From an optimization exercise on the open Yosys and OpenROAD flow, aimed at small area, a short achievable clock period and few clock cycles per item; shortcuts taken in it are not production practice. Only simulation tests tie the RTL to the original design; equivalence was not proved. Power is estimated from default activity; no workload was simulated.

## lagoon
==> flow/design.v (excerpt) <==
module P_MIPS (
    input         clk,
    input         reset,
    output [31:0] imem_addr,
    input  [31:0] imem_data,
    output [31:0] dmem_addr,
    output [31:0] dmem_wdata,
    output        dmem_we,
    input  [31:0] dmem_rdata
);
localparam NMR = 125;    
reg  [31:0] pc;
reg         d_valid;
reg  [31:0] d_ir;
reg         d_pred;      
reg         d_cross;     
reg         e_we, e_late, e_load, e_mul, e_store, e_beq, e_pred;
reg  [4:0]  e_dest;
reg  [31:0] e_rsv, e_rtv, e_alt;
reg  [15:0] e_imm;
reg         e_bimm, e_add, e_sub, e_and, e_or, e_slt;
reg         m_we, m_load, m_mul, m_store;
reg  [4:0]  m_dest;
reg  [31:0] m_alu, m_sdata;
reg  [NMR-1:0] m_mr;
reg         w_we;
reg  [4:0]  w_dest;
reg  [31:0] w_val;
reg         rst_q;
reg  [31:0] rf [1:31];
wire [31:0] rf_wd = w_val & {32{rst_q}};
genvar gi;
generate
    for (gi = 1; gi < 32; gi = gi + 1) begin : g_rf
        always @(posedge clk)
            if (!rst_q || (w_we && w_dest == gi))
  ...
For scale: roughly 74000 µm² of cells after synthesis.
clock: 12.0 ns
lec_check: 0
abc_clock_period_in_ps: 3500
cap_margin: 20
core_margin: 2
core_utilization: 45
cts_cluster_diameter: 70
cts_cluster_size: 30
slew_margin: 20
standard.sh (not shown) runs the stock make flow with config.mk's settings and CLKGATE_MAP_FILE= SYNTH_SCRIPT=/design/flow/synth_recipe.tcl, a recipe that flattens the netlist after the stock synthesis.
==> flow/flow/run.sh <==
#!/bin/bash
set -euo pipefail
MARGIN=$(cat flow/margin.txt)
bash standard.sh SETUP_SLACK_MARGIN=$MARGIN finish > flow_make.log 2>&1
==> flow/flow/margin.txt <==
8.3
Testbench counts of lagoon, summed over its fixed seeds: cycles 124,887, instrs 112,529.
### lagoon -> indigo
==> flow/flow/margin.txt <==
8.1
==> comparison <==
Side by side, final setup slack of the worst path turned out lower in indigo than in lagoon. There was hardly any difference in fraction of synthesized area in multiplexers between indigo and lagoon. Final routed wire length divided by cell count essentially unchanged between indigo and lagoon. For the core utilization, indigo came in 1.1 points lower than lagoon did. Delta(total setup buffers inserted after CTS, indigo - lagoon) < 0. Going from lagoon to indigo, the final design area excluding fillers was found to have gone down by 1700 µm². Run comparison: lagoon slowest library cell on the worst path sky130_fd_sc_hd__nor2_4; indigo slowest library cell on the worst path sky130_fd_sc_hd__edfxtp_1. indigo against lagoon: max capacitance violation total was more or less identical, proportion of cell area occupied by multi-input gates has remained practically unchanged.

* * *

run C:
P_MIPS, a different RTL version from the one above (not shown whole).
Size: ~6500 cells after synthesis, ~1400 flip-flops, about 160 I/O pins, ~74000 um^2 of cells after synthesis.
// P_MIPS
module P_MIPS (
    input         clk,
    input         reset,
    output [31:0] imem_addr,
    input  [31:0] imem_data,
    output [31:0] dmem_addr,
    output [31:0] dmem_wdata,
    output        dmem_we,
    input  [31:0] dmem_rdata
);
==> flow/config.mk <==
export PLATFORM = sky130hd
export DESIGN_NAME = P_MIPS
export DESIGN_NICKNAME = P_MIPS
export VERILOG_FILES = /design/flow/design.v
export SDC_FILE = /design/flow/constraint.sdc
export NUM_CORES = 4
export LEC_CHECK = 0
export ABC_CLOCK_PERIOD_IN_PS = 3500
export CAP_MARGIN = 20
export CORE_MARGIN = 2
export CORE_UTILIZATION = 45
export CTS_CLUSTER_DIAMETER = 70
export CTS_CLUSTER_SIZE = 30
export SLEW_MARGIN = 20
==> flow/constraint.sdc <==
create_clock -name core_clock -period 12.0 [get_ports {clk}]
set_input_delay 2.4000 -clock core_clock [delete_from_list [all_inputs] [get_ports {clk}]]
set_output_delay 2.4000 -clock core_clock [all_outputs]
set_load 0.01 [all_outputs]
==> flow/flow/margin.txt <==
8.1
Scripts as last shown in full above: flow/flow/run.sh
Testbench counts of run C, summed over its fixed seeds: cycles 124,887, instrs 112,529.
diff inputs: run C => run G
==> flow/flow/margin.txt <==
8.3
Between run G and run C, the difference in worst hold slack after final layout is negligible.
Comparing run G and run C, the lower relative contribution of the clock network to total power was measured on run G.
Diff run C -> run G: final HPWL from detailed placement decreased by about 0.37% relative to the old numbers; register-to-register setup slack +0.26 ns; fraction of met1 tracks used by global routing decreased 0.57 points.
Run C reports its worst setup path endpoint as e_rsv[16] while run G reports pc[13].

## re-timing with driven ports
The results above use ideal ports. As a check the final layouts listed here were re-extracted and re-timed, cells and wires unchanged. Step 1, drivers: a clkbuf_16 drives clk and a buf_2 each remaining input, both assumed. Step 2 times the ports against the registers' clock, not the clock port: input delays grow and output delays shrink by t, the midpoint of the rising clock arrivals with the driver on. Three values: ideal ports, drivers, drivers and shift; two values: the first two.
| run | shift t [ns] | setup WS [ns] | worst setup path at the end | worst data-port slew with drivers (ns) |
|---|---|---|---|---|
| lagoon | 0.849 | 8.005 / 8.005 / 7.510 | input to register | 0.20 |
| indigo | 0.857 | 7.938 / 7.938 / 7.352 | input to register | 0.16 |
| run C | 0.863 | 7.910 / 7.910 / 7.214 | input to register | 0.15 |
| run G | 0.870 | 8.096 / 8.131 / 7.292 | input to register | 0.17 |
After both steps every run listed still meets setup and hold. The setup slack of run G, which loses most, moves by +0.035 ns with the drivers and by -0.804 ns with both steps.
